This design comes from an exercise in tuning for small area on the open sky130 flow, not from production work. Function was not checked in any run shown here: the RTL went through the layout flow alone.

==> flow/design.v, too long to show whole: its modules and the start of the top module <==
// module booth_sel: 17 lines
// module fa: 8 lines
// module fac: 8 lines
// module ha: 8 lines
// module booth_enc: 20 lines
// module negsum: 19 lines
// module dot_lo: 362 lines
// module dot_hi: 359 lines
// module cpa20: 49 lines
// module multiply_matrix: 70 lines
module multiply_matrix
(
    input clk,
    input load,
	input load_w,
	input [159:0] c,
    input [63:0] a,
	input [63:0] b,
    output logic [159:0] out
);
  // ...
==> flow/flow/run.sh <==
#!/bin/bash
# Layout: the standard flow (standard.sh, unchanged synthesis and steps),
# with the input and output port buffers made of sky130_fd_sc_hd__buf_1 and
# clock tree synthesis without dummy loads and with larger sink clusters.
set -euo pipefail
export BUFFER_PORTS_ARGS="-buffer_cell sky130_fd_sc_hd__buf_1"
export CTS_ARGS="-sink_clustering_enable -repair_clock_nets -dont_use_dummy_load -sink_clustering_size 30 -sink_clustering_max_diameter 90 -buf_list sky130_fd_sc_hd__clkbuf_16"
bash standard.sh > standard_flow.log 2>&1
==> flow/standard.sh <==
#!/bin/bash
# synth_recipe.tcl (not shown) runs the flow's synth.tcl, then flattens the netlist and writes it again
# the make line also repeats each setting of config.mk as NAME=value (left out here)
make -C /OpenROAD-flow-scripts/flow DESIGN_CONFIG=/design/flow/config.mk WORK_HOME=/design/flow/orfs CLKGATE_MAP_FILE= SYNTH_SCRIPT=/design/flow/synth_recipe.tcl "${@:-finish}"
==> flow/config.mk <==
export PLATFORM = sky130hd
export DESIGN_NAME = multiply_matrix
export DESIGN_NICKNAME = multiply_matrix
export VERILOG_FILES = /design/flow/design.v
export SDC_FILE = /design/flow/constraint.sdc
export NUM_CORES = 8
export LEC_CHECK = 0
export CAP_MARGIN = 20
export CORE_MARGIN = 2
export CORE_UTILIZATION = 60
export CTS_BUF_LIST = sky130_fd_sc_hd__clkbuf_8 sky130_fd_sc_hd__clkbuf_16
export CTS_CLUSTER_DIAMETER = 60
export CTS_CLUSTER_SIZE = 20
export PLACE_DENSITY = 0.72
export SLEW_MARGIN = 20
export SYNTH_HIERARCHICAL = 1
==> flow/constraint.sdc <==
create_clock -name core_clock -period 5.0 [get_ports {clk}]
set_input_delay 1.0000 -clock core_clock [delete_from_list [all_inputs] [get_ports {clk}]]
set_output_delay 1.0000 -clock core_clock [all_outputs]
set_load 0.01 [all_outputs]
==> flow_summary.html, run 1 <==
<table>
<tr><th>Metric</th><th>Value</th></tr>
<tr><th colspan="2">Run status</th></tr>
<tr><td>Result of the run</td><td>complete, no violations</td></tr>
<tr><th colspan="2">Final layout</th></tr>
<tr><td>Post-Layout Cell Count</td><td>around 15,000</td></tr>
<tr><td>Signed area change from the synthesized netlist to the final layout</td><td>5.212%</td></tr>
<tr><td>Area taken by multi-input logic gates</td><td>between 80,000 and 90,000 sq um</td></tr>
<tr><td>Largest register FFs</td><td>960</td></tr>
<tr><td>Num sequential</td><td>about 2,200</td></tr>
<tr><td>Most frequent cells in the layout</td><td>sky130_fd_sc_hd__fa_1 (2,377), sky130_fd_sc_hd__edfxtp_1 (2,186), sky130_fd_sc_hd__xnor2_1 (2,090)</td></tr>
<tr><td>Fin util</td><td>between 60% and 70%</td></tr>
<tr><td>Non-clock buffering overhead in the final layout</td><td>5.726%</td></tr>
<tr><th colspan="2">Placement</th></tr>
<tr><td>Instance area at placement</td><td>~170,000 sq um</td></tr>
<tr><td>Placed cell count</td><td>14,460</td></tr>
<tr><td>Sum of net half-perimeters after detailed placement</td><td>about 450,000 um</td></tr>
<tr><td>Number of buffers added on ports</td><td>450</td></tr>
<tr><td>DP Worst Slack</td><td>around 140 ps</td></tr>
<tr><th colspan="2">Hold path</th></tr>
<tr><td>Source of the worst hold timing path</td><td>b[25]</td></tr>
<tr><th colspan="2">Critical path</th></tr>
<tr><td>Launching element of the worst setup path</td><td>a3[7]$_DFFE_PP_</td></tr>
<tr><td>Arrival time of data at the critical path endpoint</td><td>5570 ps</td></tr>
<tr><td>Worst-path maximum fanout</td><td>27</td></tr>
<tr><td>Nature of the critical path startpoint</td><td>register</td></tr>
<tr><td>Reg-to-reg critical path startpoint</td><td>a3[7]$_DFFE_PP_</td></tr>
<tr><td>CP max-delay cell</td><td>sky130_fd_sc_hd__xnor2_1</td></tr>
<tr><td>Cell count of the worst reg-to-reg path</td><td>11</td></tr>
<tr><td>Depth of the critical timing path with buffers and inverters included</td><td>11</td></tr>
<tr><th colspan="2">Die</th></tr>
<tr><td>Number of top-level pins</td><td>about 450</td></tr>
<tr><td>Initial Util</td><td>approximately three fifths</td></tr>
<tr><th colspan="2">STA</th></tr>
<tr><td>WHS</td><td>approximately 250 ps</td></tr>
<tr><td>Max-slew violations</td><td>0</td></tr>
<tr><td>Total Neg Setup Slack</td><td>0 ps</td></tr>
<tr><td>RSZ-0062 raised after global routing</td><td>no</td></tr>
<tr><th colspan="2">Drt</th></tr>
<tr><td>Avg Vias per Cell</td><td>~7</td></tr>
<tr><td>First DRT Iteration DRCs</td><td>approximately 16,000</td></tr>
<tr><td>Met2 wire length</td><td>roughly 240,000 um</td></tr>
<tr><th colspan="2">CTS</th></tr>
<tr><td>Root buffer cell</td><td>sky130_fd_sc_hd__clkbuf_16</td></tr>
<tr><td>Clock tree from TritonCTS</td><td>yes</td></tr>
<tr><th colspan="2">GRT</th></tr>
<tr><td>Number of global-route vias before repair</td><td>104,500</td></tr>
<tr><th colspan="2">Synth</th></tr>
<tr><td>Average instance area after synthesis</td><td>approximately 15 sq um</td></tr>
<tr><td>Synth Instances</td><td>between 10,000 and 15,000</td></tr>
</table>
==> module booth_sel, before the edit <==
module booth_sel
(
	input logic onen, twon, neg, negn, nzn,
	input logic [7:0] w,
	output logic [8:0] p
);
	logic [7:0] tn;
	assign tn = ~(w ^ {8{neg}});
	assign p[0] = ~((onen | tn[0]) & (twon | negn));
	genvar b;
	generate
		for (b = 1; b < 8; b = b + 1) begin : g_b
			assign p[b] = ~((onen | tn[b]) & (twon | tn[b-1]));
		end
	endgenerate
	assign p[8] = nzn | tn[7];
endmodule
==> module booth_enc, before the edit <==
module booth_enc
(
	input logic [31:0] a,
	output logic [47:0] e
);
	integer k, i;
	logic x2, x1, x0;
	always_comb begin
		for (k = 0; k < 4; k = k + 1) begin
			for (i = 0; i < 4; i = i + 1) begin
				x2 = a[8*k + 2*i + 1];
				x1 = a[8*k + 2*i];
				x0 = (i == 0) ? 1'b0 : a[8*k + 2*i - 1];
				e[4*k + i] = ~(x1 ^ x0);
				e[16 + 4*k + i] = ~((x2 & ~x1 & ~x0) | (~x2 & x1 & x0));
				e[32 + 4*k + i] = x2;
			end
		end
	end
endmodule
==> module negsum, before the edit <==
module negsum
(
	input logic [63:0] a,
	output logic [9:0] n
);
	integer k, i;
	logic x2, x1, x0;
	always_comb begin
		n = 10'd0;
		for (k = 0; k < 8; k = k + 1) begin
			for (i = 0; i < 4; i = i + 1) begin
				x2 = a[8*k + 2*i + 1];
				x1 = a[8*k + 2*i];
				x0 = (i == 0) ? 1'b0 : a[8*k + 2*i - 1];
				n = n + ({9'd0, x2 & ~(x1 & x0)} << (2*i));
			end
		end
	end
endmodule
==> run 2, diff against run 1 <==
==> flow/design.v (replaced) <==
module low_sel
(
	input logic p1, p2, m1, p12, z,
	input logic [7:0] w, wn,
	output logic [8:0] p
);
	assign p[0] = ~((p1 & wn[0]) | p2 | (m1 & w[0]));
	genvar b;
	generate
		for (b = 1; b < 8; b = b + 1) begin : g_b
			assign p[b] = ~((p1 & wn[b]) | (p2 & wn[b-1]) | (m1 & w[b]));
		end
	endgenerate
	assign p[8] = ~((p12 & w[7]) | (m1 & wn[7]) | z);
endmodule
module booth_sel
(
	input logic onen, twon, negn, nzn,
	input logic [7:0] w,
	output logic [8:0] p
);
	logic [7:0] tn;
	assign tn = w ^ {8{negn}};
	assign p[0] = ~((onen | tn[0]) & (twon | negn));
	genvar b;
	generate
		for (b = 1; b < 8; b = b + 1) begin : g_b
			assign p[b] = ~((onen | tn[b]) & (twon | tn[b-1]));
		end
	endgenerate
	assign p[8] = nzn | tn[7];
endmodule
module fa
(
	input logic a, b, ci,
	output logic s, co
);
	assign s = a ^ b ^ ci;
	assign co = (a & b) | (a & ci) | (b & ci);
endmodule
module fac
(
	input logic a, b,
	output logic s, co
);
	assign s = ~(a ^ b);
	assign co = a | b;
endmodule
module ha
(
	input logic a, b,
	output logic s, co
);
	assign s = a ^ b;
	assign co = a & b;
endmodule
module booth_enc
(
	input logic [31:0] a,
	output logic [47:0] e
);
	integer k, i;
	logic [2:0] r;
	logic cy;
	logic signed [2:0] t;
	always_comb begin
		for (k = 0; k < 4; k = k + 1) begin
			cy = 1'b0;
			for (i = 0; i < 3; i = i + 1) begin
				r = {1'b0, a[8*k + 2*i + 1], a[8*k + 2*i]} + {2'b0, cy};
				e[12*k + 3*i] = (r == 3'd1);
				e[12*k + 3*i + 1] = (r == 3'd2);
				e[12*k + 3*i + 2] = (r == 3'd3);
				cy = r[2] | (r[1] & r[0]);
			end
			t = $signed({a[8*k + 7], a[8*k + 7], a[8*k + 6]}) + $signed({2'b0, cy});
			e[12*k + 9] = ~((t == 3'sd1) | (t == -3'sd1));
			e[12*k + 10] = ~((t == 3'sd2) | (t == -3'sd2));
			e[12*k + 11] = ~(t < 3'sd0);
		end
	end
endmodule
module negsum
(
	input logic [63:0] a,
	output logic [9:0] n
);
	integer k, i;
	logic [2:0] r;
	logic cy;
	logic signed [2:0] t;
	logic [31:0] u;
	always_comb begin
		for (k = 0; k < 8; k = k + 1) begin
			cy = 1'b0;
			for (i = 0; i < 3; i = i + 1) begin
				r = {1'b0, a[8*k + 2*i + 1], a[8*k + 2*i]} + {2'b0, cy};
				u[4*k + i] = (r == 3'd0) | (r == 3'd3) | (r == 3'd4);
				cy = r[2] | (r[1] & r[0]);
			end
			t = $signed({a[8*k + 7], a[8*k + 7], a[8*k + 6]}) + $signed({2'b0, cy});
			u[4*k + 3] = t < 3'sd0;
		end
		n = 10'd0;
		for (k = 0; k < 8; k = k + 1)
			for (i = 0; i < 4; i = i + 1)
				n = n + ({9'd0, u[4*k + i]} << (2*i));
	end
endmodule
module dot_lo
(
	input logic [11:0] p1, p2, m1, p12, z,
	input logic [3:0] onen, twon, negn, nzn,
	input logic [31:0] w,
	input logic [19:0] acc0,
	input logic [9:0] n,
	output logic [19:0] sa,
	output logic [13:0] sb,
	output logic sc
);
  wire [31:0] wn = ~w;
  wire [8:0] p0_0;
  low_sel b0_0 (.p1(p1[0]), .p2(p2[0]), .m1(m1[0]), .p12(p12[0]), .z(z[0]), .w(w[0 +: 8]), .wn(wn[0 +: 8]), .p(p0_0));
  wire [8:0] p0_1;
  low_sel b0_1 (.p1(p1[1]), .p2(p2[1]), .m1(m1[1]), .p12(p12[1]), .z(z[1]), .w(w[0 +: 8]), .wn(wn[0 +: 8]), .p(p0_1));
  wire [8:0] p0_2;
  low_sel b0_2 (.p1(p1[2]), .p2(p2[2]), .m1(m1[2]), .p12(p12[2]), .z(z[2]), .w(w[0 +: 8]), .wn(wn[0 +: 8]), .p(p0_2));
  wire [8:0] p0_3;
  booth_sel b0_3 (.onen(onen[0]), .twon(twon[0]), .negn(negn[0]), .nzn(nzn[0]), .w(w[0 +: 8]), .p(p0_3));
  wire [8:0] p1_0;
  low_sel b1_0 (.p1(p1[3]), .p2(p2[3]), .m1(m1[3]), .p12(p12[3]), .z(z[3]), .w(w[8 +: 8]), .wn(wn[8 +: 8]), .p(p1_0));
  wire [8:0] p1_1;
  low_sel b1_1 (.p1(p1[4]), .p2(p2[4]), .m1(m1[4]), .p12(p12[4]), .z(z[4]), .w(w[8 +: 8]), .wn(wn[8 +: 8]), .p(p1_1));
  wire [8:0] p1_2;
  low_sel b1_2 (.p1(p1[5]), .p2(p2[5]), .m1(m1[5]), .p12(p12[5]), .z(z[5]), .w(w[8 +: 8]), .wn(wn[8 +: 8]), .p(p1_2));
  wire [8:0] p1_3;
  booth_sel b1_3 (.onen(onen[1]), .twon(twon[1]), .negn(negn[1]), .nzn(nzn[1]), .w(w[8 +: 8]), .p(p1_3));
  wire [8:0] p2_0;
  low_sel b2_0 (.p1(p1[6]), .p2(p2[6]), .m1(m1[6]), .p12(p12[6]), .z(z[6]), .w(w[16 +: 8]), .wn(wn[16 +: 8]), .p(p2_0));
  wire [8:0] p2_1;
  low_sel b2_1 (.p1(p1[7]), .p2(p2[7]), .m1(m1[7]), .p12(p12[7]), .z(z[7]), .w(w[16 +: 8]), .wn(wn[16 +: 8]), .p(p2_1));
  wire [8:0] p2_2;
  low_sel b2_2 (.p1(p1[8]), .p2(p2[8]), .m1(m1[8]), .p12(p12[8]), .z(z[8]), .w(w[16 +: 8]), .wn(wn[16 +: 8]), .p(p2_2));
  wire [8:0] p2_3;
  booth_sel b2_3 (.onen(onen[2]), .twon(twon[2]), .negn(negn[2]), .nzn(nzn[2]), .w(w[16 +: 8]), .p(p2_3));
  wire [8:0] p3_0;
  low_sel b3_0 (.p1(p1[9]), .p2(p2[9]), .m1(m1[9]), .p12(p12[9]), .z(z[9]), .w(w[24 +: 8]), .wn(wn[24 +: 8]), .p(p3_0));
  wire [8:0] p3_1;
  low_sel b3_1 (.p1(p1[10]), .p2(p2[10]), .m1(m1[10]), .p12(p12[10]), .z(z[10]), .w(w[24 +: 8]), .wn(wn[24 +: 8]), .p(p3_1));
  wire [8:0] p3_2;
  low_sel b3_2 (.p1(p1[11]), .p2(p2[11]), .m1(m1[11]), .p12(p12[11]), .z(z[11]), .w(w[24 +: 8]), .wn(wn[24 +: 8]), .p(p3_2));
  wire [8:0] p3_3;
  booth_sel b3_3 (.onen(onen[3]), .twon(twon[3]), .negn(negn[3]), .nzn(nzn[3]), .w(w[24 +: 8]), .p(p3_3));
  wire ks1, kc1;
  fac k1 (.a(p0_2[7]), .b(p1_2[7]), .s(ks1), .co(kc1));
  wire ks2, kc2;
  fac k2 (.a(p0_2[8]), .b(p1_2[8]), .s(ks2), .co(kc2));
  wire ks3, kc3;
  fac k3 (.a(p0_3[8]), .b(p1_3[8]), .s(ks3), .co(kc3));
  wire i16_0 = ~acc0[16];
  wire i18_0 = ~acc0[18];
  wire ks4, kc4;
  fac k4 (.a(acc0[18]), .b(acc0[19]), .s(ks4), .co(kc4));
  wire s1, c1;
  fa f1 (.a(n[4]), .b(p0_0[4]), .ci(p0_1[2]), .s(s1), .co(c1));
  wire s2, c2;
  fa f2 (.a(n[5]), .b(p0_0[5]), .ci(p0_1[3]), .s(s2), .co(c2));
  wire s3, c3;
  fa f3 (.a(n[6]), .b(p0_0[6]), .ci(p0_1[4]), .s(s3), .co(c3));
  wire s4, c4;
  fa f4 (.a(p0_2[2]), .b(p1_0[6]), .ci(p1_1[4]), .s(s4), .co(c4));
  wire s5, c5;
  fa f5 (.a(p1_2[2]), .b(p2_0[6]), .ci(p2_1[4]), .s(s5), .co(c5));
  wire s6, c6;
  fa f6 (.a(n[7]), .b(p0_0[7]), .ci(p0_1[5]), .s(s6), .co(c6));
  wire s7, c7;
  fa f7 (.a(p0_2[3]), .b(p1_0[7]), .ci(p1_1[5]), .s(s7), .co(c7));
  wire s8, c8;
  fa f8 (.a(p1_2[3]), .b(p2_0[7]), .ci(p2_1[5]), .s(s8), .co(c8));
  wire s9, c9;
  fa f9 (.a(p2_2[3]), .b(p3_0[7]), .ci(p3_1[5]), .s(s9), .co(c9));
  wire s10, c10;
  fa f10 (.a(n[8]), .b(p0_0[8]), .ci(p0_1[6]), .s(s10), .co(c10));
  wire s11, c11;
  fa f11 (.a(p0_2[4]), .b(p1_0[8]), .ci(p1_1[6]), .s(s11), .co(c11));
  wire s12, c12;
  fa f12 (.a(p1_2[4]), .b(p2_0[8]), .ci(p2_1[6]), .s(s12), .co(c12));
  wire s13, c13;
  fa f13 (.a(p2_2[4]), .b(p3_0[8]), .ci(p3_1[6]), .s(s13), .co(c13));
  wire s14, c14;
  fa f14 (.a(p3_2[4]), .b(p0_3[2]), .ci(p1_3[2]), .s(s14), .co(c14));
  wire s15, c15;
  fa f15 (.a(n[9]), .b(p0_1[7]), .ci(p0_2[5]), .s(s15), .co(c15));
  wire s16, c16;
  fa f16 (.a(p1_1[7]), .b(p1_2[5]), .ci(p2_1[7]), .s(s16), .co(c16));
  wire s17, c17;
  fa f17 (.a(p2_2[5]), .b(p3_1[7]), .ci(p3_2[5]), .s(s17), .co(c17));
  wire s18, c18;
  fa f18 (.a(p0_1[8]), .b(p0_2[6]), .ci(p1_1[8]), .s(s18), .co(c18));
  wire s19, c19;
  fa f19 (.a(p1_2[6]), .b(p2_1[8]), .ci(p2_2[6]), .s(s19), .co(c19));
  wire s20, c20;
  fa f20 (.a(n[2]), .b(p0_0[2]), .ci(p0_1[0]), .s(s20), .co(c20));
  wire s21, c21;
  fa f21 (.a(n[3]), .b(p0_0[3]), .ci(p0_1[1]), .s(s21), .co(c21));
  wire s22, c22;
  fa f22 (.a(p0_2[0]), .b(p1_0[4]), .ci(p1_1[2]), .s(s22), .co(c22));
  wire s23, c23;
  fa f23 (.a(p1_2[0]), .b(p2_0[4]), .ci(p2_1[2]), .s(s23), .co(c23));
  wire s24, c24;
  fa f24 (.a(p0_2[1]), .b(p1_0[5]), .ci(p1_1[3]), .s(s24), .co(c24));
  wire s25, c25;
  fa f25 (.a(p1_2[1]), .b(p2_0[5]), .ci(p2_1[3]), .s(s25), .co(c25));
  wire s26, c26;
  fa f26 (.a(p2_2[1]), .b(p3_0[5]), .ci(p3_1[3]), .s(s26), .co(c26));
  wire s27, c27;
  fa f27 (.a(p2_2[2]), .b(p3_0[6]), .ci(p3_1[4]), .s(s27), .co(c27));
  wire s28, c28;
  fa f28 (.a(p3_2[2]), .b(p0_3[0]), .ci(p1_3[0]), .s(s28), .co(c28));
  wire s29, c29;
  fa f29 (.a(p2_3[0]), .b(p3_3[0]), .ci(c2), .s(s29), .co(c29));
  wire s30, c30;
  fa f30 (.a(s3), .b(s4), .ci(s5), .s(s30), .co(c30));
  wire s31, c31;
  fa f31 (.a(p3_2[3]), .b(p0_3[1]), .ci(p1_3[1]), .s(s31), .co(c31));
  wire s32, c32;
  fa f32 (.a(p2_3[1]), .b(p3_3[1]), .ci(c3), .s(s32), .co(c32));
  wire s33, c33;
  fa f33 (.a(c4), .b(c5), .ci(s6), .s(s33), .co(c33));
  wire s34, c34;
  fa f34 (.a(s7), .b(s8), .ci(s9), .s(s34), .co(c34));
  wire s35, c35;
  fa f35 (.a(p2_3[2]), .b(p3_3[2]), .ci(c6), .s(s35), .co(c35));
  wire s36, c36;
  fa f36 (.a(c7), .b(c8), .ci(c9), .s(s36), .co(c36));
  wire s37, c37;
  fa f37 (.a(s10), .b(s11), .ci(s12), .s(s37), .co(c37));
  wire s38, c38;
  fa f38 (.a(s13), .b(acc0[8]), .ci(s14), .s(s38), .co(c38));
  wire s39, c39;
  fa f39 (.a(p0_3[3]), .b(p1_3[3]), .ci(p2_3[3]), .s(s39), .co(c39));
  wire s40, c40;
  fa f40 (.a(p3_3[3]), .b(c10), .ci(c11), .s(s40), .co(c40));
  wire s41, c41;
  fa f41 (.a(c12), .b(c13), .ci(s15), .s(s41), .co(c41));
  wire s42, c42;
  fa f42 (.a(s16), .b(s17), .ci(acc0[9]), .s(s42), .co(c42));
  wire s43, c43;
  fa f43 (.a(p3_1[8]), .b(p3_2[6]), .ci(p0_3[4]), .s(s43), .co(c43));
  wire s44, c44;
  fa f44 (.a(p1_3[4]), .b(p2_3[4]), .ci(p3_3[4]), .s(s44), .co(c44));
  wire s45, c45;
  fa f45 (.a(c15), .b(c16), .ci(c17), .s(s45), .co(c45));
  wire s46, c46;
  fa f46 (.a(s18), .b(s19), .ci(acc0[10]), .s(s46), .co(c46));
  wire s47, c47;
  fa f47 (.a(p2_2[7]), .b(p3_2[7]), .ci(ks1), .s(s47), .co(c47));
  wire s48, c48;
  fa f48 (.a(p0_3[5]), .b(p1_3[5]), .ci(p2_3[5]), .s(s48), .co(c48));
  wire s49, c49;
  fa f49 (.a(p3_3[5]), .b(c18), .ci(c19), .s(s49), .co(c49));
  wire s50, c50;
  fa f50 (.a(p2_2[8]), .b(p3_2[8]), .ci(kc1), .s(s50), .co(c50));
  wire s51, c51;
  fa f51 (.a(ks2), .b(p0_3[6]), .ci(p1_3[6]), .s(s51), .co(c51));
  wire s52, c52;
  fa f52 (.a(p1_0[2]), .b(p1_1[0]), .ci(p2_0[2]), .s(s52), .co(c52));
  wire s53, c53;
  fa f53 (.a(p1_0[3]), .b(p1_1[1]), .ci(p2_0[3]), .s(s53), .co(c53));
  wire s54, c54;
  fa f54 (.a(p2_1[1]), .b(p3_0[3]), .ci(p3_1[1]), .s(s54), .co(c54));
  wire s55, c55;
  fa f55 (.a(p2_2[0]), .b(p3_0[4]), .ci(p3_1[2]), .s(s55), .co(c55));
  wire s56, c56;
  fa f56 (.a(p3_2[0]), .b(c21), .ci(s1), .s(s56), .co(c56));
  wire s57, c57;
  fa f57 (.a(s22), .b(s23), .ci(acc0[4]), .s(s57), .co(c57));
  wire s58, c58;
  fa f58 (.a(p3_2[1]), .b(c1), .ci(c22), .s(s58), .co(c58));
  wire s59, c59;
  fa f59 (.a(c23), .b(s2), .ci(s24), .s(s59), .co(c59));
  wire s60, c60;
  fa f60 (.a(s25), .b(s26), .ci(acc0[5]), .s(s60), .co(c60));
  wire s61, c61;
  fa f61 (.a(c24), .b(c25), .ci(c26), .s(s61), .co(c61));
  wire s62, c62;
  fa f62 (.a(s27), .b(acc0[6]), .ci(s28), .s(s62), .co(c62));
  wire hs5, hc5;
  ha h5 (.a(s29), .b(s30), .s(hs5), .co(hc5));
  wire s63, c63;
  fa f63 (.a(c27), .b(acc0[7]), .ci(c28), .s(s63), .co(c63));
  wire s64, c64;
  fa f64 (.a(c29), .b(s31), .ci(s32), .s(s64), .co(c64));
  wire s65, c65;
  fa f65 (.a(c30), .b(s33), .ci(s34), .s(s65), .co(c65));
  wire s66, c66;
  fa f66 (.a(c31), .b(c32), .ci(s35), .s(s66), .co(c66));
  wire s67, c67;
  fa f67 (.a(c33), .b(c34), .ci(s36), .s(s67), .co(c67));
  wire hs6, hc6;
  ha h6 (.a(s37), .b(s38), .s(hs6), .co(hc6));
  wire s68, c68;
  fa f68 (.a(c14), .b(c35), .ci(c36), .s(s68), .co(c68));
  wire s69, c69;
  fa f69 (.a(s39), .b(c37), .ci(s40), .s(s69), .co(c69));
  wire s70, c70;
  fa f70 (.a(s41), .b(s42), .ci(c38), .s(s70), .co(c70));
  wire s71, c71;
  fa f71 (.a(c39), .b(c40), .ci(s43), .s(s71), .co(c71));
  wire s72, c72;
  fa f72 (.a(s44), .b(c41), .ci(s45), .s(s72), .co(c72));
  wire hs7, hc7;
  ha h7 (.a(c42), .b(s46), .s(hs7), .co(hc7));
  wire s73, c73;
  fa f73 (.a(acc0[11]), .b(s47), .ci(c43), .s(s73), .co(c73));
  wire s74, c74;
  fa f74 (.a(c44), .b(c45), .ci(s48), .s(s74), .co(c74));
  wire hs8, hc8;
  ha h8 (.a(s49), .b(c46), .s(hs8), .co(hc8));
  wire s75, c75;
  fa f75 (.a(p2_3[6]), .b(p3_3[6]), .ci(acc0[12]), .s(s75), .co(c75));
  wire s76, c76;
  fa f76 (.a(c47), .b(s50), .ci(c48), .s(s76), .co(c76));
  wire hs9, hc9;
  ha h9 (.a(c49), .b(s51), .s(hs9), .co(hc9));
  wire s77, c77;
  fa f77 (.a(kc2), .b(p0_3[7]), .ci(p1_3[7]), .s(s77), .co(c77));
  wire s78, c78;
  fa f78 (.a(p2_3[7]), .b(p3_3[7]), .ci(acc0[13]), .s(s78), .co(c78));
  wire hs10, hc10;
  ha h10 (.a(c50), .b(c51), .s(hs10), .co(hc10));
  wire s79, c79;
  fa f79 (.a(p2_3[8]), .b(p3_3[8]), .ci(ks3), .s(s79), .co(c79));
  wire s80, c80;
  fa f80 (.a(n[0]), .b(p0_0[0]), .ci(p1_0[0]), .s(s80), .co(c80));
  wire s81, c81;
  fa f81 (.a(n[1]), .b(p0_0[1]), .ci(p1_0[1]), .s(s81), .co(c81));
  wire s82, c82;
  fa f82 (.a(p2_0[1]), .b(p3_0[1]), .ci(acc0[1]), .s(s82), .co(c82));
  wire s83, c83;
  fa f83 (.a(p2_1[0]), .b(p3_0[2]), .ci(p3_1[0]), .s(s83), .co(c83));
  wire s84, c84;
  fa f84 (.a(s20), .b(s52), .ci(acc0[2]), .s(s84), .co(c84));
  wire s85, c85;
  fa f85 (.a(c20), .b(c52), .ci(s21), .s(s85), .co(c85));
  wire s86, c86;
  fa f86 (.a(s53), .b(s54), .ci(acc0[3]), .s(s86), .co(c86));
  wire s87, c87;
  fa f87 (.a(c53), .b(c54), .ci(s55), .s(s87), .co(c87));
  wire hs11, hc11;
  ha h11 (.a(s56), .b(s57), .s(hs11), .co(hc11));
  wire s88, c88;
  fa f88 (.a(c55), .b(c56), .ci(s58), .s(s88), .co(c88));
  wire s89, c89;
  fa f89 (.a(s59), .b(c57), .ci(s60), .s(s89), .co(c89));
  wire s90, c90;
  fa f90 (.a(c58), .b(c59), .ci(s61), .s(s90), .co(c90));
  wire s91, c91;
  fa f91 (.a(c60), .b(hs5), .ci(s62), .s(s91), .co(c91));
  wire s92, c92;
  fa f92 (.a(c61), .b(s63), .ci(c62), .s(s92), .co(c92));
  wire s93, c93;
  fa f93 (.a(hc5), .b(s64), .ci(s65), .s(s93), .co(c93));
  wire s94, c94;
  fa f94 (.a(c63), .b(c64), .ci(s66), .s(s94), .co(c94));
  wire s95, c95;
  fa f95 (.a(c65), .b(s67), .ci(hs6), .s(s95), .co(c95));
  wire s96, c96;
  fa f96 (.a(c66), .b(c67), .ci(s68), .s(s96), .co(c96));
  wire s97, c97;
  fa f97 (.a(s69), .b(hc6), .ci(s70), .s(s97), .co(c97));
  wire s98, c98;
  fa f98 (.a(c68), .b(c69), .ci(s71), .s(s98), .co(c98));
  wire s99, c99;
  fa f99 (.a(s72), .b(hs7), .ci(c70), .s(s99), .co(c99));
  wire s100, c100;
  fa f100 (.a(c71), .b(s73), .ci(c72), .s(s100), .co(c100));
  wire s101, c101;
  fa f101 (.a(s74), .b(hs8), .ci(hc7), .s(s101), .co(c101));
  wire s102, c102;
  fa f102 (.a(s75), .b(c73), .ci(hs9), .s(s102), .co(c102));
  wire s103, c103;
  fa f103 (.a(s76), .b(c74), .ci(hc8), .s(s103), .co(c103));
  wire s104, c104;
  fa f104 (.a(s77), .b(hs10), .ci(c75), .s(s104), .co(c104));
  wire s105, c105;
  fa f105 (.a(s78), .b(c76), .ci(hc9), .s(s105), .co(c105));
  wire s106, c106;
  fa f106 (.a(acc0[14]), .b(c77), .ci(hc10), .s(s106), .co(c106));
  wire hs12, hc12;
  ha h12 (.a(c78), .b(s79), .s(hs12), .co(hc12));
  wire s107, c107;
  fa f107 (.a(kc3), .b(acc0[15]), .ci(c79), .s(s107), .co(c107));
  wire s108, c108;
  fa f108 (.a(p2_0[0]), .b(p3_0[0]), .ci(s80), .s(s108), .co(c108));
  wire s109, c109;
  fa f109 (.a(c80), .b(s81), .ci(s82), .s(s109), .co(c109));
  wire s110, c110;
  fa f110 (.a(c81), .b(s83), .ci(c82), .s(s110), .co(c110));
  wire s111, c111;
  fa f111 (.a(c83), .b(s85), .ci(c84), .s(s111), .co(c111));
  wire s112, c112;
  fa f112 (.a(c85), .b(s87), .ci(c86), .s(s112), .co(c112));
  wire s113, c113;
  fa f113 (.a(c87), .b(s88), .ci(hc11), .s(s113), .co(c113));
  wire s114, c114;
  fa f114 (.a(c88), .b(s90), .ci(c89), .s(s114), .co(c114));
  wire s115, c115;
  fa f115 (.a(c90), .b(c91), .ci(s92), .s(s115), .co(c115));
  wire s116, c116;
  fa f116 (.a(c92), .b(s94), .ci(c93), .s(s116), .co(c116));
  wire s117, c117;
  fa f117 (.a(c94), .b(s96), .ci(c95), .s(s117), .co(c117));
  wire s118, c118;
  fa f118 (.a(c96), .b(s98), .ci(c97), .s(s118), .co(c118));
  wire s119, c119;
  fa f119 (.a(c98), .b(s100), .ci(s101), .s(s119), .co(c119));
  wire s120, c120;
  fa f120 (.a(s102), .b(c100), .ci(c101), .s(s120), .co(c120));
  wire s121, c121;
  fa f121 (.a(c102), .b(s104), .ci(s105), .s(s121), .co(c121));
  wire s122, c122;
  fa f122 (.a(hs12), .b(c104), .ci(s106), .s(s122), .co(c122));
  wire s123, c123;
  fa f123 (.a(hc12), .b(c106), .ci(s107), .s(s123), .co(c123));
  wire s124, c124;
  fa f124 (.a(s84), .b(s110), .ci(c109), .s(s124), .co(c124));
  wire s125, c125;
  fa f125 (.a(s86), .b(c110), .ci(s111), .s(s125), .co(c125));
  wire s126, c126;
  fa f126 (.a(hs11), .b(c111), .ci(s112), .s(s126), .co(c126));
  wire s127, c127;
  fa f127 (.a(c112), .b(s89), .ci(s113), .s(s127), .co(c127));
  wire s128, c128;
  fa f128 (.a(s91), .b(c113), .ci(s114), .s(s128), .co(c128));
  wire s129, c129;
  fa f129 (.a(s93), .b(c114), .ci(s115), .s(s129), .co(c129));
  wire s130, c130;
  fa f130 (.a(s95), .b(c115), .ci(s116), .s(s130), .co(c130));
  wire s131, c131;
  fa f131 (.a(s97), .b(c116), .ci(s117), .s(s131), .co(c131));
  wire s132, c132;
  fa f132 (.a(s99), .b(c117), .ci(s118), .s(s132), .co(c132));
  wire s133, c133;
  fa f133 (.a(c99), .b(s119), .ci(c118), .s(s133), .co(c133));
  wire s134, c134;
  fa f134 (.a(s103), .b(c119), .ci(s120), .s(s134), .co(c134));
  wire s135, c135;
  fa f135 (.a(c103), .b(s121), .ci(c120), .s(s135), .co(c135));
  wire s136, c136;
  fa f136 (.a(c105), .b(s122), .ci(c121), .s(s136), .co(c136));
  wire hs13, hc13;
  ha h13 (.a(c122), .b(s123), .s(hs13), .co(hc13));
  wire s137, c137;
  fa f137 (.a(i16_0), .b(c107), .ci(c123), .s(s137), .co(c137));
  wire hs14, hc14;
  ha h14 (.a(acc0[16]), .b(acc0[17]), .s(hs14), .co(hc14));
  wire rs15, rc15;
  ha r15 (.a(i18_0), .b(hc14), .s(rs15), .co(rc15));
  wire rs16, rc16;
  ha r16 (.a(ks4), .b(rc15), .s(rs16), .co(rc16));
  wire rs17, rc17;
  ha r17 (.a(acc0[0]), .b(s108), .s(rs17), .co(rc17));
  wire s138, c138;
  fa f138 (.a(c108), .b(rc17), .ci(s109), .s(s138), .co(c138));
  wire rs18, rc18;
  ha r18 (.a(c138), .b(s124), .s(rs18), .co(rc18));
  wire s139, c139;
  fa f139 (.a(c124), .b(s125), .ci(rc18), .s(s139), .co(c139));
  assign sa = {rs16, rs15, c137, hc13, c136, c135, c134, c133, c132, c131, c130, c129, c128, c127, c126, c125, s139, rs18, s138, rs17};
  assign sb = {hs14, s137, hs13, s136, s135, s134, s133, s132, s131, s130, s129, s128, s127, s126};
  assign sc = c139;
endmodule
module dot_hi
(
	input logic [11:0] p1, p2, m1, p12, z,
	input logic [3:0] onen, twon, negn, nzn,
	input logic [31:0] w,
	input logic [19:0] acc0,
	input logic [13:0] acc1,
	input logic [0:0] acc2,
	output logic [19:0] sa,
	output logic [12:0] sb,
	output logic sc
);
  wire [31:0] wn = ~w;
  wire [8:0] p0_0;
  low_sel b0_0 (.p1(p1[0]), .p2(p2[0]), .m1(m1[0]), .p12(p12[0]), .z(z[0]), .w(w[0 +: 8]), .wn(wn[0 +: 8]), .p(p0_0));
  wire [8:0] p0_1;
  low_sel b0_1 (.p1(p1[1]), .p2(p2[1]), .m1(m1[1]), .p12(p12[1]), .z(z[1]), .w(w[0 +: 8]), .wn(wn[0 +: 8]), .p(p0_1));
  wire [8:0] p0_2;
  low_sel b0_2 (.p1(p1[2]), .p2(p2[2]), .m1(m1[2]), .p12(p12[2]), .z(z[2]), .w(w[0 +: 8]), .wn(wn[0 +: 8]), .p(p0_2));
  wire [8:0] p0_3;
  booth_sel b0_3 (.onen(onen[0]), .twon(twon[0]), .negn(negn[0]), .nzn(nzn[0]), .w(w[0 +: 8]), .p(p0_3));
  wire [8:0] p1_0;
  low_sel b1_0 (.p1(p1[3]), .p2(p2[3]), .m1(m1[3]), .p12(p12[3]), .z(z[3]), .w(w[8 +: 8]), .wn(wn[8 +: 8]), .p(p1_0));
  wire [8:0] p1_1;
  low_sel b1_1 (.p1(p1[4]), .p2(p2[4]), .m1(m1[4]), .p12(p12[4]), .z(z[4]), .w(w[8 +: 8]), .wn(wn[8 +: 8]), .p(p1_1));
  wire [8:0] p1_2;
  low_sel b1_2 (.p1(p1[5]), .p2(p2[5]), .m1(m1[5]), .p12(p12[5]), .z(z[5]), .w(w[8 +: 8]), .wn(wn[8 +: 8]), .p(p1_2));
  wire [8:0] p1_3;
  booth_sel b1_3 (.onen(onen[1]), .twon(twon[1]), .negn(negn[1]), .nzn(nzn[1]), .w(w[8 +: 8]), .p(p1_3));
  wire [8:0] p2_0;
  low_sel b2_0 (.p1(p1[6]), .p2(p2[6]), .m1(m1[6]), .p12(p12[6]), .z(z[6]), .w(w[16 +: 8]), .wn(wn[16 +: 8]), .p(p2_0));
  wire [8:0] p2_1;
  low_sel b2_1 (.p1(p1[7]), .p2(p2[7]), .m1(m1[7]), .p12(p12[7]), .z(z[7]), .w(w[16 +: 8]), .wn(wn[16 +: 8]), .p(p2_1));
  wire [8:0] p2_2;
  low_sel b2_2 (.p1(p1[8]), .p2(p2[8]), .m1(m1[8]), .p12(p12[8]), .z(z[8]), .w(w[16 +: 8]), .wn(wn[16 +: 8]), .p(p2_2));
  wire [8:0] p2_3;
  booth_sel b2_3 (.onen(onen[2]), .twon(twon[2]), .negn(negn[2]), .nzn(nzn[2]), .w(w[16 +: 8]), .p(p2_3));
  wire [8:0] p3_0;
  low_sel b3_0 (.p1(p1[9]), .p2(p2[9]), .m1(m1[9]), .p12(p12[9]), .z(z[9]), .w(w[24 +: 8]), .wn(wn[24 +: 8]), .p(p3_0));
  wire [8:0] p3_1;
  low_sel b3_1 (.p1(p1[10]), .p2(p2[10]), .m1(m1[10]), .p12(p12[10]), .z(z[10]), .w(w[24 +: 8]), .wn(wn[24 +: 8]), .p(p3_1));
  wire [8:0] p3_2;
  low_sel b3_2 (.p1(p1[11]), .p2(p2[11]), .m1(m1[11]), .p12(p12[11]), .z(z[11]), .w(w[24 +: 8]), .wn(wn[24 +: 8]), .p(p3_2));
  wire [8:0] p3_3;
  booth_sel b3_3 (.onen(onen[3]), .twon(twon[3]), .negn(negn[3]), .nzn(nzn[3]), .w(w[24 +: 8]), .p(p3_3));
  wire s1, c1;
  fa f1 (.a(acc0[4]), .b(acc1[0]), .ci(acc2[0]), .s(s1), .co(c1));
  wire s2, c2;
  fa f2 (.a(acc0[5]), .b(acc1[1]), .ci(p0_0[5]), .s(s2), .co(c2));
  wire s3, c3;
  fa f3 (.a(acc0[6]), .b(acc1[2]), .ci(p0_0[6]), .s(s3), .co(c3));
  wire s4, c4;
  fa f4 (.a(p0_1[4]), .b(p0_2[2]), .ci(p1_0[6]), .s(s4), .co(c4));
  wire s5, c5;
  fa f5 (.a(p1_1[4]), .b(p1_2[2]), .ci(p2_0[6]), .s(s5), .co(c5));
  wire s6, c6;
  fa f6 (.a(acc0[7]), .b(acc1[3]), .ci(p0_0[7]), .s(s6), .co(c6));
  wire s7, c7;
  fa f7 (.a(p0_1[5]), .b(p0_2[3]), .ci(p1_0[7]), .s(s7), .co(c7));
  wire s8, c8;
  fa f8 (.a(p1_1[5]), .b(p1_2[3]), .ci(p2_0[7]), .s(s8), .co(c8));
  wire s9, c9;
  fa f9 (.a(p2_1[5]), .b(p2_2[3]), .ci(p3_0[7]), .s(s9), .co(c9));
  wire s10, c10;
  fa f10 (.a(acc0[8]), .b(acc1[4]), .ci(p0_0[8]), .s(s10), .co(c10));
  wire s11, c11;
  fa f11 (.a(p0_1[6]), .b(p0_2[4]), .ci(p1_0[8]), .s(s11), .co(c11));
  wire s12, c12;
  fa f12 (.a(p1_1[6]), .b(p1_2[4]), .ci(p2_0[8]), .s(s12), .co(c12));
  wire s13, c13;
  fa f13 (.a(p2_1[6]), .b(p2_2[4]), .ci(p3_0[8]), .s(s13), .co(c13));
  wire s14, c14;
  fa f14 (.a(p3_1[6]), .b(p3_2[4]), .ci(p0_3[2]), .s(s14), .co(c14));
  wire s15, c15;
  fa f15 (.a(acc0[9]), .b(acc1[5]), .ci(p0_1[7]), .s(s15), .co(c15));
  wire s16, c16;
  fa f16 (.a(p0_2[5]), .b(p1_1[7]), .ci(p1_2[5]), .s(s16), .co(c16));
  wire s17, c17;
  fa f17 (.a(p2_1[7]), .b(p2_2[5]), .ci(p3_1[7]), .s(s17), .co(c17));
  wire s18, c18;
  fa f18 (.a(acc0[10]), .b(acc1[6]), .ci(p0_1[8]), .s(s18), .co(c18));
  wire s19, c19;
  fa f19 (.a(p0_2[6]), .b(p1_1[8]), .ci(p1_2[6]), .s(s19), .co(c19));
  wire s20, c20;
  fa f20 (.a(p0_0[4]), .b(p0_1[2]), .ci(p0_2[0]), .s(s20), .co(c20));
  wire s21, c21;
  fa f21 (.a(p1_0[4]), .b(p1_1[2]), .ci(p1_2[0]), .s(s21), .co(c21));
  wire s22, c22;
  fa f22 (.a(p0_1[3]), .b(p0_2[1]), .ci(p1_0[5]), .s(s22), .co(c22));
  wire s23, c23;
  fa f23 (.a(p1_1[3]), .b(p1_2[1]), .ci(p2_0[5]), .s(s23), .co(c23));
  wire s24, c24;
  fa f24 (.a(p2_1[3]), .b(p2_2[1]), .ci(p3_0[5]), .s(s24), .co(c24));
  wire s25, c25;
  fa f25 (.a(p2_1[4]), .b(p2_2[2]), .ci(p3_0[6]), .s(s25), .co(c25));
  wire s26, c26;
  fa f26 (.a(p3_1[4]), .b(p3_2[2]), .ci(p0_3[0]), .s(s26), .co(c26));
  wire s27, c27;
  fa f27 (.a(p1_3[0]), .b(p2_3[0]), .ci(p3_3[0]), .s(s27), .co(c27));
  wire s28, c28;
  fa f28 (.a(c2), .b(s3), .ci(s4), .s(s28), .co(c28));
  wire s29, c29;
  fa f29 (.a(p3_1[5]), .b(p3_2[3]), .ci(p0_3[1]), .s(s29), .co(c29));
  wire s30, c30;
  fa f30 (.a(p1_3[1]), .b(p2_3[1]), .ci(p3_3[1]), .s(s30), .co(c30));
  wire s31, c31;
  fa f31 (.a(c3), .b(c4), .ci(c5), .s(s31), .co(c31));
  wire s32, c32;
  fa f32 (.a(s6), .b(s7), .ci(s8), .s(s32), .co(c32));
  wire s33, c33;
  fa f33 (.a(p1_3[2]), .b(p2_3[2]), .ci(p3_3[2]), .s(s33), .co(c33));
  wire s34, c34;
  fa f34 (.a(c6), .b(c7), .ci(c8), .s(s34), .co(c34));
  wire s35, c35;
  fa f35 (.a(c9), .b(s10), .ci(s11), .s(s35), .co(c35));
  wire s36, c36;
  fa f36 (.a(s12), .b(s13), .ci(s14), .s(s36), .co(c36));
  wire s37, c37;
  fa f37 (.a(p3_2[5]), .b(p0_3[3]), .ci(p1_3[3]), .s(s37), .co(c37));
  wire s38, c38;
  fa f38 (.a(p2_3[3]), .b(p3_3[3]), .ci(c10), .s(s38), .co(c38));
  wire s39, c39;
  fa f39 (.a(c11), .b(c12), .ci(c13), .s(s39), .co(c39));
  wire s40, c40;
  fa f40 (.a(s15), .b(s16), .ci(s17), .s(s40), .co(c40));
  wire s41, c41;
  fa f41 (.a(p2_1[8]), .b(p2_2[6]), .ci(p3_1[8]), .s(s41), .co(c41));
  wire s42, c42;
  fa f42 (.a(p3_2[6]), .b(p0_3[4]), .ci(p1_3[4]), .s(s42), .co(c42));
  wire s43, c43;
  fa f43 (.a(p2_3[4]), .b(p3_3[4]), .ci(c15), .s(s43), .co(c43));
  wire s44, c44;
  fa f44 (.a(c16), .b(c17), .ci(s18), .s(s44), .co(c44));
  wire s45, c45;
  fa f45 (.a(acc0[11]), .b(acc1[7]), .ci(p0_2[7]), .s(s45), .co(c45));
  wire s46, c46;
  fa f46 (.a(p1_2[7]), .b(p2_2[7]), .ci(p3_2[7]), .s(s46), .co(c46));
  wire s47, c47;
  fa f47 (.a(p0_3[5]), .b(p1_3[5]), .ci(p2_3[5]), .s(s47), .co(c47));
  wire s48, c48;
  fa f48 (.a(p3_3[5]), .b(c18), .ci(c19), .s(s48), .co(c48));
  wire s49, c49;
  fa f49 (.a(acc0[12]), .b(acc1[8]), .ci(p0_2[8]), .s(s49), .co(c49));
  wire s50, c50;
  fa f50 (.a(p1_2[8]), .b(p2_2[8]), .ci(p3_2[8]), .s(s50), .co(c50));
  wire s51, c51;
  fa f51 (.a(p0_3[6]), .b(p1_3[6]), .ci(p2_3[6]), .s(s51), .co(c51));
  wire s52, c52;
  fa f52 (.a(acc0[2]), .b(p0_0[2]), .ci(p0_1[0]), .s(s52), .co(c52));
  wire s53, c53;
  fa f53 (.a(p1_0[2]), .b(p1_1[0]), .ci(p2_0[2]), .s(s53), .co(c53));
  wire s54, c54;
  fa f54 (.a(acc0[3]), .b(p0_0[3]), .ci(p0_1[1]), .s(s54), .co(c54));
  wire s55, c55;
  fa f55 (.a(p1_0[3]), .b(p1_1[1]), .ci(p2_0[3]), .s(s55), .co(c55));
  wire s56, c56;
  fa f56 (.a(p2_1[1]), .b(p3_0[3]), .ci(p3_1[1]), .s(s56), .co(c56));
  wire s57, c57;
  fa f57 (.a(p2_0[4]), .b(p2_1[2]), .ci(p2_2[0]), .s(s57), .co(c57));
  wire s58, c58;
  fa f58 (.a(p3_0[4]), .b(p3_1[2]), .ci(p3_2[0]), .s(s58), .co(c58));
  wire s59, c59;
  fa f59 (.a(s1), .b(s20), .ci(s21), .s(s59), .co(c59));
  wire s60, c60;
  fa f60 (.a(p3_1[3]), .b(p3_2[1]), .ci(c1), .s(s60), .co(c60));
  wire s61, c61;
  fa f61 (.a(c20), .b(c21), .ci(s2), .s(s61), .co(c61));
  wire s62, c62;
  fa f62 (.a(s22), .b(s23), .ci(s24), .s(s62), .co(c62));
  wire s63, c63;
  fa f63 (.a(c22), .b(c23), .ci(c24), .s(s63), .co(c63));
  wire s64, c64;
  fa f64 (.a(s25), .b(s5), .ci(s26), .s(s64), .co(c64));
  wire hs1, hc1;
  ha h1 (.a(s27), .b(s28), .s(hs1), .co(hc1));
  wire s65, c65;
  fa f65 (.a(c25), .b(s9), .ci(c26), .s(s65), .co(c65));
  wire s66, c66;
  fa f66 (.a(c27), .b(s29), .ci(s30), .s(s66), .co(c66));
  wire s67, c67;
  fa f67 (.a(c28), .b(s31), .ci(s32), .s(s67), .co(c67));
  wire s68, c68;
  fa f68 (.a(c29), .b(c30), .ci(c31), .s(s68), .co(c68));
  wire s69, c69;
  fa f69 (.a(s33), .b(c32), .ci(s34), .s(s69), .co(c69));
  wire hs2, hc2;
  ha h2 (.a(s35), .b(s36), .s(hs2), .co(hc2));
  wire s70, c70;
  fa f70 (.a(c14), .b(c33), .ci(c34), .s(s70), .co(c70));
  wire s71, c71;
  fa f71 (.a(s37), .b(s38), .ci(c35), .s(s71), .co(c71));
  wire s72, c72;
  fa f72 (.a(s39), .b(s40), .ci(c36), .s(s72), .co(c72));
  wire s73, c73;
  fa f73 (.a(s19), .b(s41), .ci(c37), .s(s73), .co(c73));
  wire s74, c74;
  fa f74 (.a(c38), .b(c39), .ci(s42), .s(s74), .co(c74));
  wire s75, c75;
  fa f75 (.a(s43), .b(c40), .ci(s44), .s(s75), .co(c75));
  wire s76, c76;
  fa f76 (.a(c41), .b(s45), .ci(s46), .s(s76), .co(c76));
  wire s77, c77;
  fa f77 (.a(c42), .b(c43), .ci(s47), .s(s77), .co(c77));
  wire hs3, hc3;
  ha h3 (.a(c44), .b(s48), .s(hs3), .co(hc3));
  wire s78, c78;
  fa f78 (.a(p3_3[6]), .b(c45), .ci(c46), .s(s78), .co(c78));
  wire s79, c79;
  fa f79 (.a(s49), .b(s50), .ci(c47), .s(s79), .co(c79));
  wire hs4, hc4;
  ha h4 (.a(c48), .b(s51), .s(hs4), .co(hc4));
  wire s80, c80;
  fa f80 (.a(acc0[13]), .b(acc1[9]), .ci(p0_3[7]), .s(s80), .co(c80));
  wire s81, c81;
  fa f81 (.a(p1_3[7]), .b(p2_3[7]), .ci(p3_3[7]), .s(s81), .co(c81));
  wire s82, c82;
  fa f82 (.a(c49), .b(c50), .ci(c51), .s(s82), .co(c82));
  wire s83, c83;
  fa f83 (.a(acc0[14]), .b(acc1[10]), .ci(p0_3[8]), .s(s83), .co(c83));
  wire s84, c84;
  fa f84 (.a(p1_3[8]), .b(p2_3[8]), .ci(p3_3[8]), .s(s84), .co(c84));
  wire s85, c85;
  fa f85 (.a(acc0[0]), .b(p0_0[0]), .ci(p1_0[0]), .s(s85), .co(c85));
  wire s86, c86;
  fa f86 (.a(acc0[1]), .b(p0_0[1]), .ci(p1_0[1]), .s(s86), .co(c86));
  wire s87, c87;
  fa f87 (.a(p2_1[0]), .b(p3_0[2]), .ci(p3_1[0]), .s(s87), .co(c87));
  wire s88, c88;
  fa f88 (.a(c52), .b(c53), .ci(s54), .s(s88), .co(c88));
  wire s89, c89;
  fa f89 (.a(c54), .b(c55), .ci(c56), .s(s89), .co(c89));
  wire s90, c90;
  fa f90 (.a(s57), .b(s58), .ci(s59), .s(s90), .co(c90));
  wire s91, c91;
  fa f91 (.a(c57), .b(c58), .ci(s60), .s(s91), .co(c91));
  wire s92, c92;
  fa f92 (.a(c59), .b(s61), .ci(s62), .s(s92), .co(c92));
  wire s93, c93;
  fa f93 (.a(c60), .b(c61), .ci(c62), .s(s93), .co(c93));
  wire s94, c94;
  fa f94 (.a(s63), .b(s64), .ci(hs1), .s(s94), .co(c94));
  wire s95, c95;
  fa f95 (.a(c63), .b(c64), .ci(s65), .s(s95), .co(c95));
  wire s96, c96;
  fa f96 (.a(hc1), .b(s66), .ci(s67), .s(s96), .co(c96));
  wire s97, c97;
  fa f97 (.a(c65), .b(c66), .ci(s68), .s(s97), .co(c97));
  wire s98, c98;
  fa f98 (.a(c67), .b(s69), .ci(hs2), .s(s98), .co(c98));
  wire s99, c99;
  fa f99 (.a(c68), .b(s70), .ci(c69), .s(s99), .co(c99));
  wire s100, c100;
  fa f100 (.a(s71), .b(hc2), .ci(s72), .s(s100), .co(c100));
  wire s101, c101;
  fa f101 (.a(c70), .b(s73), .ci(c71), .s(s101), .co(c101));
  wire s102, c102;
  fa f102 (.a(s74), .b(s75), .ci(c72), .s(s102), .co(c102));
  wire s103, c103;
  fa f103 (.a(s76), .b(c73), .ci(hs3), .s(s103), .co(c103));
  wire s104, c104;
  fa f104 (.a(c74), .b(s77), .ci(c75), .s(s104), .co(c104));
  wire s105, c105;
  fa f105 (.a(c76), .b(s78), .ci(hs4), .s(s105), .co(c105));
  wire s106, c106;
  fa f106 (.a(hc3), .b(s79), .ci(c77), .s(s106), .co(c106));
  wire s107, c107;
  fa f107 (.a(c78), .b(s80), .ci(s81), .s(s107), .co(c107));
  wire s108, c108;
  fa f108 (.a(c79), .b(hc4), .ci(s82), .s(s108), .co(c108));
  wire s109, c109;
  fa f109 (.a(c80), .b(c81), .ci(s83), .s(s109), .co(c109));
  wire hs5, hc5;
  ha h5 (.a(s84), .b(c82), .s(hs5), .co(hc5));
  wire s110, c110;
  fa f110 (.a(acc0[15]), .b(acc1[11]), .ci(c83), .s(s110), .co(c110));
  wire s111, c111;
  fa f111 (.a(p2_0[1]), .b(p3_0[1]), .ci(c85), .s(s111), .co(c111));
  wire s112, c112;
  fa f112 (.a(c86), .b(s52), .ci(s53), .s(s112), .co(c112));
  wire s113, c113;
  fa f113 (.a(c87), .b(s55), .ci(s56), .s(s113), .co(c113));
  wire s114, c114;
  fa f114 (.a(c88), .b(s89), .ci(s90), .s(s114), .co(c114));
  wire s115, c115;
  fa f115 (.a(c89), .b(s91), .ci(c90), .s(s115), .co(c115));
  wire s116, c116;
  fa f116 (.a(c91), .b(c92), .ci(s93), .s(s116), .co(c116));
  wire s117, c117;
  fa f117 (.a(c93), .b(c94), .ci(s95), .s(s117), .co(c117));
  wire s118, c118;
  fa f118 (.a(c95), .b(s97), .ci(c96), .s(s118), .co(c118));
  wire s119, c119;
  fa f119 (.a(c97), .b(s99), .ci(c98), .s(s119), .co(c119));
  wire s120, c120;
  fa f120 (.a(c99), .b(s101), .ci(c100), .s(s120), .co(c120));
  wire s121, c121;
  fa f121 (.a(s103), .b(c101), .ci(s104), .s(s121), .co(c121));
  wire s122, c122;
  fa f122 (.a(c103), .b(s105), .ci(s106), .s(s122), .co(c122));
  wire s123, c123;
  fa f123 (.a(s107), .b(c105), .ci(c106), .s(s123), .co(c123));
  wire s124, c124;
  fa f124 (.a(c107), .b(s109), .ci(hs5), .s(s124), .co(c124));
  wire s125, c125;
  fa f125 (.a(c84), .b(c109), .ci(s110), .s(s125), .co(c125));
  wire s126, c126;
  fa f126 (.a(acc0[16]), .b(acc1[12]), .ci(c110), .s(s126), .co(c126));
  wire s127, c127;
  fa f127 (.a(p2_0[0]), .b(p3_0[0]), .ci(s85), .s(s127), .co(c127));
  wire hs6, hc6;
  ha h6 (.a(s86), .b(s111), .s(hs6), .co(hc6));
  wire s128, c128;
  fa f128 (.a(s87), .b(c111), .ci(s112), .s(s128), .co(c128));
  wire s129, c129;
  fa f129 (.a(c112), .b(s88), .ci(s113), .s(s129), .co(c129));
  wire hs7, hc7;
  ha h7 (.a(c113), .b(s114), .s(hs7), .co(hc7));
  wire s130, c130;
  fa f130 (.a(s92), .b(c114), .ci(s115), .s(s130), .co(c130));
  wire s131, c131;
  fa f131 (.a(s94), .b(c115), .ci(s116), .s(s131), .co(c131));
  wire s132, c132;
  fa f132 (.a(c116), .b(s96), .ci(s117), .s(s132), .co(c132));
  wire s133, c133;
  fa f133 (.a(s98), .b(c117), .ci(s118), .s(s133), .co(c133));
  wire s134, c134;
  fa f134 (.a(s100), .b(c118), .ci(s119), .s(s134), .co(c134));
  wire s135, c135;
  fa f135 (.a(s102), .b(c119), .ci(s120), .s(s135), .co(c135));
  wire s136, c136;
  fa f136 (.a(c102), .b(s121), .ci(c120), .s(s136), .co(c136));
  wire s137, c137;
  fa f137 (.a(c104), .b(s122), .ci(c121), .s(s137), .co(c137));
  wire s138, c138;
  fa f138 (.a(s108), .b(c122), .ci(s123), .s(s138), .co(c138));
  wire s139, c139;
  fa f139 (.a(c108), .b(s124), .ci(c123), .s(s139), .co(c139));
  wire s140, c140;
  fa f140 (.a(hc5), .b(s125), .ci(c124), .s(s140), .co(c140));
  wire hs8, hc8;
  ha h8 (.a(c125), .b(s126), .s(hs8), .co(hc8));
  wire s141, c141;
  fa f141 (.a(acc0[17]), .b(acc1[13]), .ci(c126), .s(s141), .co(c141));
  wire rs9, rc9;
  ha r9 (.a(acc0[18]), .b(c141), .s(rs9), .co(rc9));
  wire rs10, rc10;
  ha r10 (.a(acc0[19]), .b(rc9), .s(rs10), .co(rc10));
  wire rs11, rc11;
  ha r11 (.a(c127), .b(hs6), .s(rs11), .co(rc11));
  wire s142, c142;
  fa f142 (.a(hc6), .b(s128), .ci(rc11), .s(s142), .co(c142));
  wire s143, c143;
  fa f143 (.a(c128), .b(s129), .ci(c142), .s(s143), .co(c143));
  wire s144, c144;
  fa f144 (.a(c129), .b(hs7), .ci(c143), .s(s144), .co(c144));
  assign sa = {rs10, rs9, hc8, c140, c139, c138, c137, c136, c135, c134, c133, c132, c131, c130, hc7, s144, s143, s142, rs11, s127};
  assign sb = {s141, hs8, s140, s139, s138, s137, s136, s135, s134, s133, s132, s131, s130};
  assign sc = c144;
endmodule
module cpa20
(
	input logic [19:0] a,
	input logic [12:0] b,
	input logic ci,
	output logic [19:0] s
);
  wire [19:0] r, g;
  assign s[4:0] = a[4:0];
  fa f5 (.a(a[5]), .b(b[0]), .ci(ci), .s(r[5]), .co(g[5]));
  fa f6 (.a(a[6]), .b(b[1]), .ci(g[5]), .s(r[6]), .co(g[6]));
  fa f7 (.a(a[7]), .b(b[2]), .ci(g[6]), .s(r[7]), .co(g[7]));
  fa f8 (.a(a[8]), .b(b[3]), .ci(g[7]), .s(r[8]), .co(g[8]));
  fa f9 (.a(a[9]), .b(b[4]), .ci(g[8]), .s(r[9]), .co(g[9]));
  fa f10 (.a(a[10]), .b(b[5]), .ci(g[9]), .s(r[10]), .co(g[10]));
  fa f11 (.a(a[11]), .b(b[6]), .ci(g[10]), .s(r[11]), .co(g[11]));
  assign s[11:5] = r[11:5];
  wire c1 = g[11];
  ha h12 (.a(a[12]), .b(b[7]), .s(r[12]), .co(g[12]));
  fa f13 (.a(a[13]), .b(b[8]), .ci(g[12]), .s(r[13]), .co(g[13]));
  fa f14 (.a(a[14]), .b(b[9]), .ci(g[13]), .s(r[14]), .co(g[14]));
  fa f15 (.a(a[15]), .b(b[10]), .ci(g[14]), .s(r[15]), .co(g[15]));
  fa f16 (.a(a[16]), .b(b[11]), .ci(g[15]), .s(r[16]), .co(g[16]));
  fa f17 (.a(a[17]), .b(b[12]), .ci(g[16]), .s(r[17]), .co(g[17]));
  ha h18 (.a(a[18]), .b(g[17]), .s(r[18]), .co(g[18]));
  wire [7:0] p1;
  assign p1[0] = 1'b1;
  assign p1[1] = p1[0] & r[12];
  assign s[12] = r[12] ^ (c1 & p1[0]);
  assign p1[2] = p1[1] & r[13];
  assign s[13] = r[13] ^ (c1 & p1[1]);
  assign p1[3] = p1[2] & r[14];
  assign s[14] = r[14] ^ (c1 & p1[2]);
  assign p1[4] = p1[3] & r[15];
  assign s[15] = r[15] ^ (c1 & p1[3]);
  assign p1[5] = p1[4] & r[16];
  assign s[16] = r[16] ^ (c1 & p1[4]);
  assign p1[6] = p1[5] & r[17];
  assign s[17] = r[17] ^ (c1 & p1[5]);
  assign p1[7] = p1[6] & r[18];
  assign s[18] = r[18] ^ (c1 & p1[6]);
  wire c2 = g[18] | (c1 & p1[7]);
  assign r[19] = a[19];
  assign g[19] = 1'b0;
  wire [1:0] p2;
  assign p2[0] = 1'b1;
  assign p2[1] = p2[0] & r[19];
  assign s[19] = r[19] ^ (c2 & p2[0]);
endmodule
module multiply_matrix
(
    input clk,
    input load,
	input load_w,
	input [159:0] c,
    input [63:0] a,
	input [63:0] b,
    output logic [159:0] out
);
	logic [63:0] w [0:7];
	logic [63:0] a1;
	logic [31:0] a2;
	logic [47:0] e2, e3;
	logic [9:0] n2;
	logic [159:0] s0a, s1a;
	logic [111:0] s0b;
	logic [103:0] s1b;
	logic [7:0] s0c, s1c;
	logic [159:0] s [2:7];
	logic [47:0] e_lo, e_hi;
	logic [9:0] n1;
	booth_enc enc_lo (.a(a1[31:0]), .e(e_lo));
	booth_enc enc_hi (.a(a2), .e(e_hi));
	negsum ns (.a(a1), .n(n1));
	logic [11:0] p1_2, p2_2, m1_2, p12_2, z_2, p1_3, p2_3, m1_3, p12_3, z_3;
	logic [3:0] onen2, twon2, negn2, nzn2, onen3, twon3, negn3, nzn3;
	genvar j, q;
	generate
		for (q = 0; q < 4; q = q + 1) begin : g_sel
			for (j = 0; j < 3; j = j + 1) begin : g_lo
				assign p1_2[3*q + j] = e2[12*q + 3*j];
				assign p2_2[3*q + j] = e2[12*q + 3*j + 1];
				assign m1_2[3*q + j] = e2[12*q + 3*j + 2];
				assign p1_3[3*q + j] = e3[12*q + 3*j];
				assign p2_3[3*q + j] = e3[12*q + 3*j + 1];
				assign m1_3[3*q + j] = e3[12*q + 3*j + 2];
			end
			assign onen2[q] = e2[12*q + 9];
			assign twon2[q] = e2[12*q + 10];
			assign negn2[q] = e2[12*q + 11];
			assign onen3[q] = e3[12*q + 9];
			assign twon3[q] = e3[12*q + 10];
			assign negn3[q] = e3[12*q + 11];
		end
	endgenerate
	assign p12_2 = p1_2 | p2_2;
	assign z_2 = ~(p1_2 | p2_2 | m1_2);
	assign p12_3 = p1_3 | p2_3;
	assign z_3 = ~(p1_3 | p2_3 | m1_3);
	assign nzn2 = onen2 & twon2;
	assign nzn3 = onen3 & twon3;
	logic [159:0] t0a, t1a, sum;
	logic [111:0] t0b;
	logic [103:0] t1b;
	logic [7:0] t0c, t1c;
	generate
		for (j = 0; j < 8; j = j + 1) begin : g_dot
			dot_lo dl (.p1(p1_2), .p2(p2_2), .m1(m1_2), .p12(p12_2), .z(z_2),
				.onen(onen2), .twon(twon2), .negn(negn2), .nzn(nzn2), .w(w[j][31:0]),
				.acc0(c[20*j +: 20]), .n(n2),
				.sa(t0a[20*j +: 20]), .sb(t0b[14*j +: 14]), .sc(t0c[j]));
			dot_hi dh (.p1(p1_3), .p2(p2_3), .m1(m1_3), .p12(p12_3), .z(z_3),
				.onen(onen3), .twon(twon3), .negn(negn3), .nzn(nzn3), .w(w[j][63:32]),
				.acc0(s0a[20*j +: 20]), .acc1(s0b[14*j +: 14]), .acc2(s0c[j]),
				.sa(t1a[20*j +: 20]), .sb(t1b[13*j +: 13]), .sc(t1c[j]));
			cpa20 ad (.a(s1a[20*j +: 20]), .b(s1b[13*j +: 13]), .ci(s1c[j]), .s(sum[20*j +: 20]));
		end
	endgenerate
	integer i;
	always @(posedge clk) begin
		if (load_w) begin
			w[0] <= b;
			for (i = 1; i < 8; i = i + 1)
				w[i] <= w[i-1];
		end
		if (load) begin
			a1 <= a;
			e2 <= e_lo;
			n2 <= n1;
			a2 <= a1[63:32];
			e3 <= e_hi;
			s0a <= t0a;
			s0b <= t0b;
			s0c <= t0c;
			s1a <= t1a;
			s1b <= t1b;
			s1c <= t1c;
			s[2] <= sum;
			for (i = 3; i < 8; i = i + 1)
				s[i] <= s[i-1];
		end
	end
	assign out = s[7];
endmodule
==> flow/flow/run.sh (replaced) <==
#!/bin/bash
# Layout: the standard flow (standard.sh, unchanged synthesis and steps),
# with the input and output port buffers made of sky130_fd_sc_hd__buf_1.
set -euo pipefail
export BUFFER_PORTS_ARGS="-buffer_cell sky130_fd_sc_hd__buf_1"
bash standard.sh > standard_flow.log 2>&1
==> flow_summary.html, run 2 <==
<table>
<tr><th>Metric</th><th>Value</th></tr>
<tr><th colspan="2">CTS</th></tr>
<tr><td>Root buffer cell</td><td>sky130_fd_sc_hd__clkbuf_16 (unchanged)</td></tr>
<tr><td>Clock tree from TritonCTS</td><td>yes (unchanged)</td></tr>
<tr><th colspan="2">STA</th></tr>
<tr><td>Setup violations, final</td><td>5 (was 0)</td></tr>
<tr><td>Max-slew violations</td><td>0 (unchanged)</td></tr>
<tr><td>Final setup slack of the worst path</td><td>-113.6 ps (was 57.66 ps)</td></tr>
<tr><th colspan="2">Critical path</th></tr>
<tr><td>Reg-to-reg critical path startpoint</td><td>a1[40]$_DFFE_PP_ (was a3[7]$_DFFE_PP_)</td></tr>
<tr><td>CP max-delay cell</td><td>sky130_fd_sc_hd__fa_2 (was sky130_fd_sc_hd__xnor2_1)</td></tr>
<tr><td>Cell count of the worst reg-to-reg path</td><td>20 (was 11)</td></tr>
<tr><td>Nature of the critical path startpoint</td><td>register (unchanged)</td></tr>
<tr><td>Worst-path maximum fanout</td><td>3 (was 27)</td></tr>
<tr><th colspan="2">Run status</th></tr>
<tr><td>Result of the run</td><td>failed layout checks (was complete, no violations)</td></tr>
<tr><td>Layout check failures</td><td>negative setup slack</td></tr>
<tr><th colspan="2">Placement</th></tr>
<tr><td>Sum of net half-perimeters after detailed placement</td><td>445,900 um (was 454,800 um)</td></tr>
<tr><td>DP Worst Slack</td><td>-437.7 ps (was 142.0 ps)</td></tr>
<tr><td>Number of buffers added on ports</td><td>450 (unchanged)</td></tr>
<tr><th colspan="2">Final layout</th></tr>
<tr><td>Most frequent cells in the layout</td><td>sky130_fd_sc_hd__fa_1 (2,388), sky130_fd_sc_hd__edfxtp_1 (2,226), sky130_fd_sc_hd__a222oi_1 (1,344) (was sky130_fd_sc_hd__fa_1 (2,377), sky130_fd_sc_hd__edfxtp_1 (2,186), sky130_fd_sc_hd__xnor2_1 (2,090))</td></tr>
<tr><td>Fin util</td><td>64.69% (was 63.50%)</td></tr>
<tr><td>Signed area change from the synthesized netlist to the final layout</td><td>7.511% (was 5.212%)</td></tr>
<tr><th colspan="2">Synth</th></tr>
<tr><td>Synth Instances</td><td>10,220 (was 11,140)</td></tr>
<tr><td>Average instance area after synthesis</td><td>15.42 sq um (was 14.52 sq um)</td></tr>
<tr><th colspan="2">Die</th></tr>
<tr><td>Number of top-level pins</td><td>451 (unchanged)</td></tr>
<tr><td>Initial Util</td><td>60.17% (was 60.36%)</td></tr>
</table>
## run 2: what timing repair did
| action | in CTS | in global routing |
|---|---|---|
| setup buffers | 2 | 3 |
| pin swaps | 14 | 8 |
| endpoints found under the setup margin | 6 | 9 |
| resized for setup | 24 | 8 |
| hold buffers | 0 | 0 |
## run 2: layout make-up
cell class / count / area [sq um]
Fill cell: 18310 / 92430
Multi-Input combinational cell: 5868 / 79510
Sequential cell: 2226 / 66840
Timing Repair Buffer: 1232 / 9537
Clock buffer: 194 / 4855
Tap cell: 3515 / 4398
Inverter: 716 / 2691
Clock inverter: 115 / 1493
Antenna cell: 18 / 45.04
## run 2: worst max path at each step
| stage | from | endpoint | slack, ps | depth (start not counted) |
|---|---|---|---|---|
| global route | a1[40]$_DFFE_PP_ | n2[9]$_DFFE_PP_ | -240 | 20 |
| detailed placement | a1[32]$_DFFE_PP_ | n2[9]$_DFFE_PP_ | -440 | 16 |
| global placement | a1[32]$_DFFE_PP_ | n2[9]$_DFFE_PP_ | -460 | 17 |
| floorplan | a1[24]$_DFFE_PP_ | n2[8]$_DFFE_PP_ | 120 | 17 |
| finish | a1[40]$_DFFE_PP_ | n2[9]$_DFFE_PP_ | -110 | 20 |
| CTS | a1[40]$_DFFE_PP_ | n2[9]$_DFFE_PP_ | -100 | 20 |
## run 2: routing by layer
layer  up-vias  wire length (um)
li1      39240                 -
met1     53600            209400
met2     10980            238400
met3      2147            106400
met4        12             43110
met5         -                77
## run 2: per-stage QoR
step / TNS (ps) / area, sq um / hold WS [ps] / instances
after floorplan: 0 / 157500 / 400.3 / 10220
after global placement: -1710 / 162800 / 400.3 / 13550
after detailed placement: -1638 / 162800 / 404.5 / 13550
after CTS: -292.5 / 169300 / 212.6 / 13860
after global routing: -816.4 / 169300 / 244.9 / 13870
final: -349.8 / 169400 / 243.8 / 13880
## run 2: critical path, delay by kind of cell (launching register included)
family                     cells  cell delay (ps)
AOI/OAI and AO/OA              2              250
adders and majority gates     10             3490
buffers and inverters          6              470
DFF                            1              430
and+or+nand+nor                2              180

what the ideal ports hide:
The flow's constraints put no driver on any port. The routed layouts listed below were extracted and timed again, unchanged, in two steps.
Step 1 sets driving cells, clkbuf_16 on the clock port and buf_2 on the other inputs (assumed; they add their load-dependent delay and slew).
Step 2 moves the port delays by t, midway between the first and last clock arrival at a register: inputs arrive t later, outputs are due t later. That takes back most of the time a late clock gives input paths.
Three values: no drivers, after step 1, after step 2; two values: the first two.
| run | t, ns | slack for setup (ns) | worst setup path after step 2 | slew at the worst register clock pin (ns) |
|---|---|---|---|---|
| run 1 | 0.955 | 0.058 / 0.058 / 0.058 | register to register | 0.12 / 0.12 |
| run 2 | 1.011 | -0.114 / -0.114 / -0.114 | register to register | 0.09 / 0.09 |
